What follows belongs to an exercise in optimizing a design on an open flow for small area; a production flow would make more cautious choices.
Function was checked by simulation only, so behaviour that the tests miss may differ from the original.

==> inputs of nickel <==
Design systolic_accum4, start of the top module:
module systolic_accum4 #(
    parameter ARRAY_SIZE = 4,
    parameter DATA_WIDTH = 8,
    parameter ACC_WIDTH = 32
)(
    input  logic clk,
    input  logic reset,
    input  logic enable,
    input  logic [ARRAY_SIZE*DATA_WIDTH-1:0] a_in,
    input  logic [ARRAY_SIZE*DATA_WIDTH-1:0] b_in,
    input  logic accum_clear,
    input  logic accum_enable,
    output logic [ARRAY_SIZE*ARRAY_SIZE*ACC_WIDTH-1:0] accum_out,
    output logic systolic_valid,
    output logic accum_overflow
);
    logic reset_sync1, reset_sync2;
    logic systolic_valid_reg;
    logic [4:0] step_count;
    always_ff @(posedge clk) begin
        reset_sync1 <= reset;
        reset_sync2 <= reset_sync1;
        systolic_valid_reg <= reset ? 1'b0 : enable;
    end
    always_ff @(posedge clk) begin
        if (reset_sync2)
            step_count <= '0;
        else if (enable && !step_count[4])
            step_count <= step_count + 5'd1;
    end
    assign systolic_valid = systolic_valid_reg;
    wire accum_clr = reset | accum_clear;
    wire accum_go  = accum_enable & systolic_valid_reg;
    logic [15*8-1:0] a_dly [4];
    logic [15*8-1:0] b_dly [4];
    genvar k;
    generate
        for (k = 0; k < 4; k++) begin : LINE
            localparam int LEN = k + 12;
            logic [LEN*8-1:0] a_sr, b_sr;
            always_ff @(posedge clk) begin
                if (enable) begin
                    a_sr <= {a_sr[(LEN-1)*8-1:0], a_in[8*k +: 8]};
                    b_sr <= {b_sr[(LEN-1)*8-1:0], b_in[8*k +: 8]};
                end
            end
            if (LEN < 15) begin : PAD
                assign a_dly[k] = {{(15-LEN)*8{1'b0}}, a_sr};
                assign b_dly[k] = {{(15-LEN)*8{1'b0}}, b_sr};
            end else begin : NOPAD
                assign a_dly[k] = a_sr;
                assign b_dly[k] = b_sr;
            end
        end
    endgenerate
    logic [15:0] ovf_now;
    logic [3:0]  ovf_flags;
    genvar i, j;
    generate
        for (i = 0; i < 4; i++) begin : ROW
            for (j = 0; j < 4; j++) begin : COL
  ...
==> module acc_sat, before the edit <==
module acc_sat (
    input  logic        clk,
    input  logic        clr,
    input  logic        go,
    input  logic [15:0] p,
    output logic [31:0] acc,
    output logic        ovf      
);
    wire [15:0] lo_sum;
    wire        c16;
    add16 u_add (.a(acc[15:0]), .b(p), .s(lo_sum), .co(c16));
    logic [15:0] same_below;
    always_comb begin
        same_below[0] = 1'b1;
        for (int k = 1; k < 16; k++)
            same_below[k] = same_below[k-1] & (acc[16+k-1] ^ p[15]);
    end
    wire sgn    = p[15];
    wire step   = go & (c16 ^ sgn);              
    wire at_end = same_below[15] & (acc[31] == sgn);   
    wire ovf_hi = step & ~sgn & at_end;
    wire ovf_lo = step &  sgn & at_end;
    wire move   = step & ~at_end;
    logic [31:0] acc_next;
    always_comb begin
        for (int k = 0; k < 16; k++)
            acc_next[k] = ~clr & (((go ? lo_sum[k] : acc[k]) | ovf_hi) & ~ovf_lo);
        for (int k = 0; k < 16; k++)
            acc_next[16+k] = ~clr & (acc[16+k] ^ (move & same_below[k]));
    end
    assign ovf = ovf_hi | ovf_lo;
    always_ff @(posedge clk)
        acc <= acc_next;
endmodule
Settings: LEC_CHECK=0, CAP_MARGIN=20, CORE_MARGIN=2, CORE_UTILIZATION=60, CTS_CLUSTER_DIAMETER=100, CTS_CLUSTER_SIZE=25, PLACE_DENSITY=0.75, SLEW_MARGIN=20, SYNTH_HIERARCHICAL=1, SYNTH_MINIMUM_KEEP_SIZE=0; clock period 5.5 ns.
standard.sh (not shown) runs the stock make flow with config.mk's settings and CLKGATE_MAP_FILE= SYNTH_SCRIPT=/design/flow/synth_recipe.tcl, a recipe that flattens the netlist after the stock synthesis.
==> flow/flow/run.sh <==
#!/bin/bash
set -o pipefail
export BUFFER_PORTS_ARGS="-buffer_cell sky130_fd_sc_hd__buf_1"
export CTS_ARGS="-sink_clustering_enable -repair_clock_nets -sink_clustering_size 25 -sink_clustering_max_diameter 100 -dont_use_dummy_load"
bash standard.sh > standard.log 2>&1
==> xenon: changes against nickel <==
--- a/flow/design.v
+++ b/flow/design.v
@@ -49,18 +49,17 @@
                 assign a_dly[k] = {{(15-LEN)*8{1'b0}}, a_sr};
                 assign b_dly[k] = {{(15-LEN)*8{1'b0}}, b_sr};
             end else begin : NOPAD
                 assign a_dly[k] = a_sr;
                 assign b_dly[k] = b_sr;
             end
         end
     endgenerate
-    logic [15:0] ovf_now;
-    logic [3:0]  ovf_flags;
+    logic [15:0] ovf_flags;
     genvar i, j;
     generate
         for (i = 0; i < 4; i++) begin : ROW
             for (j = 0; j < 4; j++) begin : COL
                 localparam int DA = i + 2*j + 7;
                 localparam int DB = j + 2*i + 7;
                 localparam int DMAX = (DA > DB) ? DA : DB;
                 logic [15:0] prod;
@@ -73,58 +72,62 @@
                 always_ff @(posedge clk)
                     prod <= prod_next;
                 acc_sat u_acc (
                     .clk  (clk),
                     .clr  (accum_clr),
                     .go   (accum_go & (step_count >= DMAX)),
                     .p    (prod),
                     .acc  (accum_out[32*(4*i+j) +: 32]),
-                    .ovf  (ovf_now[4*i+j])
+                    .flag (ovf_flags[4*i+j])
                 );
             end
-            always_ff @(posedge clk)
-                ovf_flags[i] <= ~accum_clr & (ovf_flags[i] | (|ovf_now[4*i +: 4]));
         end
     endgenerate
     assign accum_overflow = |ovf_flags;
 endmodule
 module acc_sat (
     input  logic        clk,
     input  logic        clr,
     input  logic        go,
     input  logic [15:0] p,
     output logic [31:0] acc,
-    output logic        ovf      
+    output logic        flag
 );
     wire [15:0] lo_sum;
     wire        c16;
     add16 u_add (.a(acc[15:0]), .b(p), .s(lo_sum), .co(c16));
-    logic [15:0] same_below;
+    logic [15:0] ones_below, zeros_below;
     always_comb begin
-        same_below[0] = 1'b1;
-        for (int k = 1; k < 16; k++)
-            same_below[k] = same_below[k-1] & (acc[16+k-1] ^ p[15]);
+        ones_below[0]  = 1'b1;
+        zeros_below[0] = 1'b1;
+        for (int k = 1; k < 16; k++) begin
+            ones_below[k]  = ones_below[k-1]  &  acc[16+k-1];
+            zeros_below[k] = zeros_below[k-1] & ~acc[16+k-1];
+        end
     end
-    wire sgn    = p[15];
-    wire step   = go & (c16 ^ sgn);              
-    wire at_end = same_below[15] & (acc[31] == sgn);   
-    wire ovf_hi = step & ~sgn & at_end;
-    wire ovf_lo = step &  sgn & at_end;
-    wire move   = step & ~at_end;
+    wire is_max = ones_below[15]  & ~acc[31];    
+    wire is_min = zeros_below[15] &  acc[31];    
+    wire inc    = go &  c16 & ~p[15];
+    wire dec    = go & ~c16 &  p[15];
+    wire ovf_hi = inc & is_max;
+    wire ovf_lo = dec & is_min;
+    wire inc_ok = inc & ~is_max;
+    wire dec_ok = dec & ~is_min;
     logic [31:0] acc_next;
     always_comb begin
         for (int k = 0; k < 16; k++)
             acc_next[k] = ~clr & (((go ? lo_sum[k] : acc[k]) | ovf_hi) & ~ovf_lo);
         for (int k = 0; k < 16; k++)
-            acc_next[16+k] = ~clr & (acc[16+k] ^ (move & same_below[k]));
+            acc_next[16+k] = ~clr & (acc[16+k] ^ ((inc_ok & ones_below[k]) | (dec_ok & zeros_below[k])));
+    end
+    always_ff @(posedge clk) begin
+        acc  <= acc_next;
+        flag <= ~clr & (flag | ovf_hi | ovf_lo);
     end
-    assign ovf = ovf_hi | ovf_lo;
-    always_ff @(posedge clk)
-        acc <= acc_next;
 endmodule
 module mul8s (
     input  logic [7:0]  a,
     input  logic [7:0]  b,
     output logic [15:0] p
 );
     wire w0 = (a[0] & b[0]);
     wire w1 = (a[0] & b[1]);
@@ -329,55 +332,57 @@
     fa_cell u_w4 (.a(a[2]), .b(b[2]), .c(w3), .s(w4), .co(w5));
     wire w6, w7;
     fa_cell u_w6 (.a(a[3]), .b(b[3]), .c(w5), .s(w6), .co(w7));
     wire w8, w9;
     fa_cell u_w8 (.a(a[4]), .b(b[4]), .c(w7), .s(w8), .co(w9));
     wire w10, w11;
     fa_cell u_w10 (.a(a[5]), .b(b[5]), .c(w9), .s(w10), .co(w11));
     wire w12, w13;
-    fa_cell u_w12 (.a(a[6]), .b(b[6]), .c(w11), .s(w12), .co(w13));
+    ha_cell u_w12 (.a(a[6]), .b(b[6]), .s(w12), .co(w13));
     wire w14, w15;
-    ha_cell u_w14 (.a(a[7]), .b(b[7]), .s(w14), .co(w15));
+    fa_cell u_w14 (.a(a[7]), .b(b[7]), .c(w13), .s(w14), .co(w15));
     wire w16, w17;
     fa_cell u_w16 (.a(a[8]), .b(b[8]), .c(w15), .s(w16), .co(w17));
     wire w18, w19;
     fa_cell u_w18 (.a(a[9]), .b(b[9]), .c(w17), .s(w18), .co(w19));
     wire w20, w21;
     fa_cell u_w20 (.a(a[10]), .b(b[10]), .c(w19), .s(w20), .co(w21));
-    wire w22, w23;
-    fa_cell u_w22 (.a(a[11]), .b(b[11]), .c(w21), .s(w22), .co(w23));
-    wire w24 = w14 ^ w13;
-    wire w25 = w16 ^ (w13 & w14);
-    wire w26 = w14 & w16;
-    wire w27 = w18 ^ (w13 & w26);
+    wire w22 = w12 ^ w11;
+    wire w23 = w14 ^ (w11 & w12);
+    wire w24 = w12 & w14;
+    wire w25 = w16 ^ (w11 & w24);
+    wire w26 = w24 & w16;
+    wire w27 = w18 ^ (w11 & w26);
     wire w28 = w26 & w18;
-    wire w29 = w20 ^ (w13 & w28);
+    wire w29 = w20 ^ (w11 & w28);
     wire w30 = w28 & w20;
-    wire w31 = w22 ^ (w13 & w30);
-    wire w32 = w30 & w22;
-    wire w33 = w23 | (w13 & w32);
+    wire w31 = w21 | (w11 & w30);
+    wire w32, w33;
+    ha_cell u_w32 (.a(a[11]), .b(b[11]), .s(w32), .co(w33));
     wire w34, w35;
-    ha_cell u_w34 (.a(a[12]), .b(b[12]), .s(w34), .co(w35));
+    fa_cell u_w34 (.a(a[12]), .b(b[12]), .c(w33), .s(w34), .co(w35));
     wire w36, w37;
     fa_cell u_w36 (.a(a[13]), .b(b[13]), .c(w35), .s(w36), .co(w37));
     wire w38, w39;
     fa_cell u_w38 (.a(a[14]), .b(b[14]), .c(w37), .s(w38), .co(w39));
     wire w40, w41;
     fa_cell u_w40 (.a(a[15]), .b(b[15]), .c(w39), .s(w40), .co(w41));
-    wire w42 = w34 ^ w33;
-    wire w43 = w36 ^ (w33 & w34);
-    wire w44 = w34 & w36;
-    wire w45 = w38 ^ (w33 & w44);
-    wire w46 = w44 & w38;
-    wire w47 = w40 ^ (w33 & w46);
-    wire w48 = w46 & w40;
-    wire w49 = w41 | (w33 & w48);
-    assign s = {w47, w45, w43, w42, w31, w29, w27, w25, w24, w12, w10, w8, w6, w4, w2, w0};
-    assign co = w49;
+    wire w42 = w32 ^ w31;
+    wire w43 = w34 ^ (w31 & w32);
+    wire w44 = w32 & w34;
+    wire w45 = w36 ^ (w31 & w44);
+    wire w46 = w44 & w36;
+    wire w47 = w38 ^ (w31 & w46);
+    wire w48 = w46 & w38;
+    wire w49 = w40 ^ (w31 & w48);
+    wire w50 = w48 & w40;
+    wire w51 = w41 | (w31 & w50);
+    assign s = {w49, w47, w45, w43, w42, w29, w27, w25, w23, w22, w10, w8, w6, w4, w2, w0};
+    assign co = w51;
 endmodule
 module fa_cell (input logic a, input logic b, input logic c, output logic s, output logic co);
     assign s  = a ^ b ^ c;
     assign co = (a & b) | (a & c) | (b & c);
 endmodule
 module ha_cell (input logic a, input logic b, output logic s, output logic co);
     assign s  = a ^ b;
     assign co = a & b;
==> flow/run.sh (new file) <==
#!/bin/bash
# synth_recipe.tcl (not shown) runs the flow's synth.tcl, then flattens the netlist and writes it again
# the make line also repeats each setting of config.mk as NAME=value (left out here)
make -C /OpenROAD-flow-scripts/flow DESIGN_CONFIG=/design/flow/config.mk WORK_HOME=/design/flow/orfs CLKGATE_MAP_FILE= SYNTH_SCRIPT=/design/flow/synth_recipe.tcl finish
CORE_UTILIZATION = 40   (was 60)
CTS_CLUSTER_DIAMETER = not set   (was 100)
CTS_CLUSTER_SIZE = not set   (was 25)
PLACE_DENSITY = not set   (was 0.75)
removed: flow/flow/run.sh
removed: flow/standard.sh
==> juniper: changes against nickel <==
--- a/flow/design.v
+++ b/flow/design.v
@@ -93,34 +93,39 @@
     input  logic        go,
     input  logic [15:0] p,
     output logic [31:0] acc,
     output logic        ovf      
 );
     wire [15:0] lo_sum;
     wire        c16;
     add16 u_add (.a(acc[15:0]), .b(p), .s(lo_sum), .co(c16));
-    logic [15:0] same_below;
+    logic [15:0] ones_below, zeros_below;
     always_comb begin
-        same_below[0] = 1'b1;
-        for (int k = 1; k < 16; k++)
-            same_below[k] = same_below[k-1] & (acc[16+k-1] ^ p[15]);
+        ones_below[0]  = 1'b1;
+        zeros_below[0] = 1'b1;
+        for (int k = 1; k < 16; k++) begin
+            ones_below[k]  = ones_below[k-1]  &  acc[16+k-1];
+            zeros_below[k] = zeros_below[k-1] & ~acc[16+k-1];
+        end
     end
-    wire sgn    = p[15];
-    wire step   = go & (c16 ^ sgn);              
-    wire at_end = same_below[15] & (acc[31] == sgn);   
-    wire ovf_hi = step & ~sgn & at_end;
-    wire ovf_lo = step &  sgn & at_end;
-    wire move   = step & ~at_end;
+    wire is_max = ones_below[15]  & ~acc[31];    
+    wire is_min = zeros_below[15] &  acc[31];    
+    wire inc    = go &  c16 & ~p[15];
+    wire dec    = go & ~c16 &  p[15];
+    wire ovf_hi = inc & is_max;
+    wire ovf_lo = dec & is_min;
+    wire inc_ok = inc & ~is_max;
+    wire dec_ok = dec & ~is_min;
     logic [31:0] acc_next;
     always_comb begin
         for (int k = 0; k < 16; k++)
             acc_next[k] = ~clr & (((go ? lo_sum[k] : acc[k]) | ovf_hi) & ~ovf_lo);
         for (int k = 0; k < 16; k++)
-            acc_next[16+k] = ~clr & (acc[16+k] ^ (move & same_below[k]));
+            acc_next[16+k] = ~clr & (acc[16+k] ^ ((inc_ok & ones_below[k]) | (dec_ok & zeros_below[k])));
     end
     assign ovf = ovf_hi | ovf_lo;
     always_ff @(posedge clk)
         acc <= acc_next;
 endmodule
 module mul8s (
     input  logic [7:0]  a,
     input  logic [7:0]  b,
==> flow/flow/run.sh (replaced) <==
#!/bin/bash
set -o pipefail
export BUFFER_PORTS_ARGS="-buffer_cell sky130_fd_sc_hd__buf_1"
bash standard.sh > standard.log 2>&1
CORE_UTILIZATION = 70   (was 60)
PLACE_DENSITY = 0.82   (was 0.75)
==> ember: changes against nickel <==
--- a/flow/design.v
+++ b/flow/design.v
@@ -93,34 +93,39 @@
     input  logic        go,
     input  logic [15:0] p,
     output logic [31:0] acc,
     output logic        ovf      
 );
     wire [15:0] lo_sum;
     wire        c16;
     add16 u_add (.a(acc[15:0]), .b(p), .s(lo_sum), .co(c16));
-    logic [15:0] same_below;
+    logic [15:0] ones_below, zeros_below;
     always_comb begin
-        same_below[0] = 1'b1;
-        for (int k = 1; k < 16; k++)
-            same_below[k] = same_below[k-1] & (acc[16+k-1] ^ p[15]);
+        ones_below[0]  = 1'b1;
+        zeros_below[0] = 1'b1;
+        for (int k = 1; k < 16; k++) begin
+            ones_below[k]  = ones_below[k-1]  &  acc[16+k-1];
+            zeros_below[k] = zeros_below[k-1] & ~acc[16+k-1];
+        end
     end
-    wire sgn    = p[15];
-    wire step   = go & (c16 ^ sgn);              
-    wire at_end = same_below[15] & (acc[31] == sgn);   
-    wire ovf_hi = step & ~sgn & at_end;
-    wire ovf_lo = step &  sgn & at_end;
-    wire move   = step & ~at_end;
+    wire is_max = ones_below[15]  & ~acc[31];    
+    wire is_min = zeros_below[15] &  acc[31];    
+    wire inc    = go &  c16 & ~p[15];
+    wire dec    = go & ~c16 &  p[15];
+    wire ovf_hi = inc & is_max;
+    wire ovf_lo = dec & is_min;
+    wire inc_ok = inc & ~is_max;
+    wire dec_ok = dec & ~is_min;
     logic [31:0] acc_next;
     always_comb begin
         for (int k = 0; k < 16; k++)
             acc_next[k] = ~clr & (((go ? lo_sum[k] : acc[k]) | ovf_hi) & ~ovf_lo);
         for (int k = 0; k < 16; k++)
-            acc_next[16+k] = ~clr & (acc[16+k] ^ (move & same_below[k]));
+            acc_next[16+k] = ~clr & (acc[16+k] ^ ((inc_ok & ones_below[k]) | (dec_ok & zeros_below[k])));
     end
     assign ovf = ovf_hi | ovf_lo;
     always_ff @(posedge clk)
         acc <= acc_next;
 endmodule
 module mul8s (
     input  logic [7:0]  a,
     input  logic [7:0]  b,
==> summary.md <==
| Metric | Value |
|---|---|
| WP data arrival | roughly 5.8 ns |
| Routed length on met3 | 8881 microns |
| Outcome | finished clean |
| Met2 usage | 39.79% |
| Placed instance count | 9168 |
Source of the figures above: nickel

==> summary.md <==
| Metric | Value |
|---|---|
| Outcome | finished clean |
| Routed length on met3 | 14210 microns |
| Met2 usage | around half |
| Placed instance count | about 9000 |
| CTS tree | yes |
| Critical Path End | ovf_flags[2]$_DFF_P_ |
| WP data arrival | about 5.9 ns |
| Clock sinks | 1644 |
Source of the figures above: juniper

==> summary.md <==
| Metric | Value |
|---|---|
| Outcome | finished clean |
| Placed instance count | ~9600 |
| Routed length on met3 | between 10000 and 15000 microns |
| WP data arrival | roughly 5.7 ns |
Source of the figures above: ember

==> summary.md <==
| Metric | Value |
|---|---|
| Outcome | finished clean |
| Placed instance count | around 11000 |
| Met2 usage | between 20% and 30% |
| WP data arrival | roughly 5.6 ns |
Source of the figures above: xenon

==> afterwards: timing with drivers on the ports <==
In the flow no input, the clock included, has a driving cell. The finished layouts below were timed again as built, in two steps.
Step 1 assumes that a clkbuf_16 drives the clock port and a buf_2 every other input.
Step 2 moves the port delays by t, midway between the first and last clock arrival at a register: inputs arrive t later, outputs are due t later. That takes back most of the time a late clock gives input paths.
Slacks: ideal / step 1 / step 2; pairs: ideal / step 1.
run	t, ns	setup slack, ns	worst setup path at the end	clock arrival spread, ns	slew at the worst register clock pin (ns)
nickel	0.761	0.315 / 0.315 / 0.315	register to register	0.090 / 0.090	0.10 / 0.10
xenon	0.929	0.551 / 0.551 / 0.551	register to register	0.064 / 0.065	0.07 / 0.07
juniper	0.790	0.231 / 0.231 / 0.231	register to register	0.042 / 0.043	0.11 / 0.11
ember	0.766	0.352 / 0.352 / 0.352	register to register	0.088 / 0.087	0.10 / 0.10
After both steps every run listed still meets setup and hold.
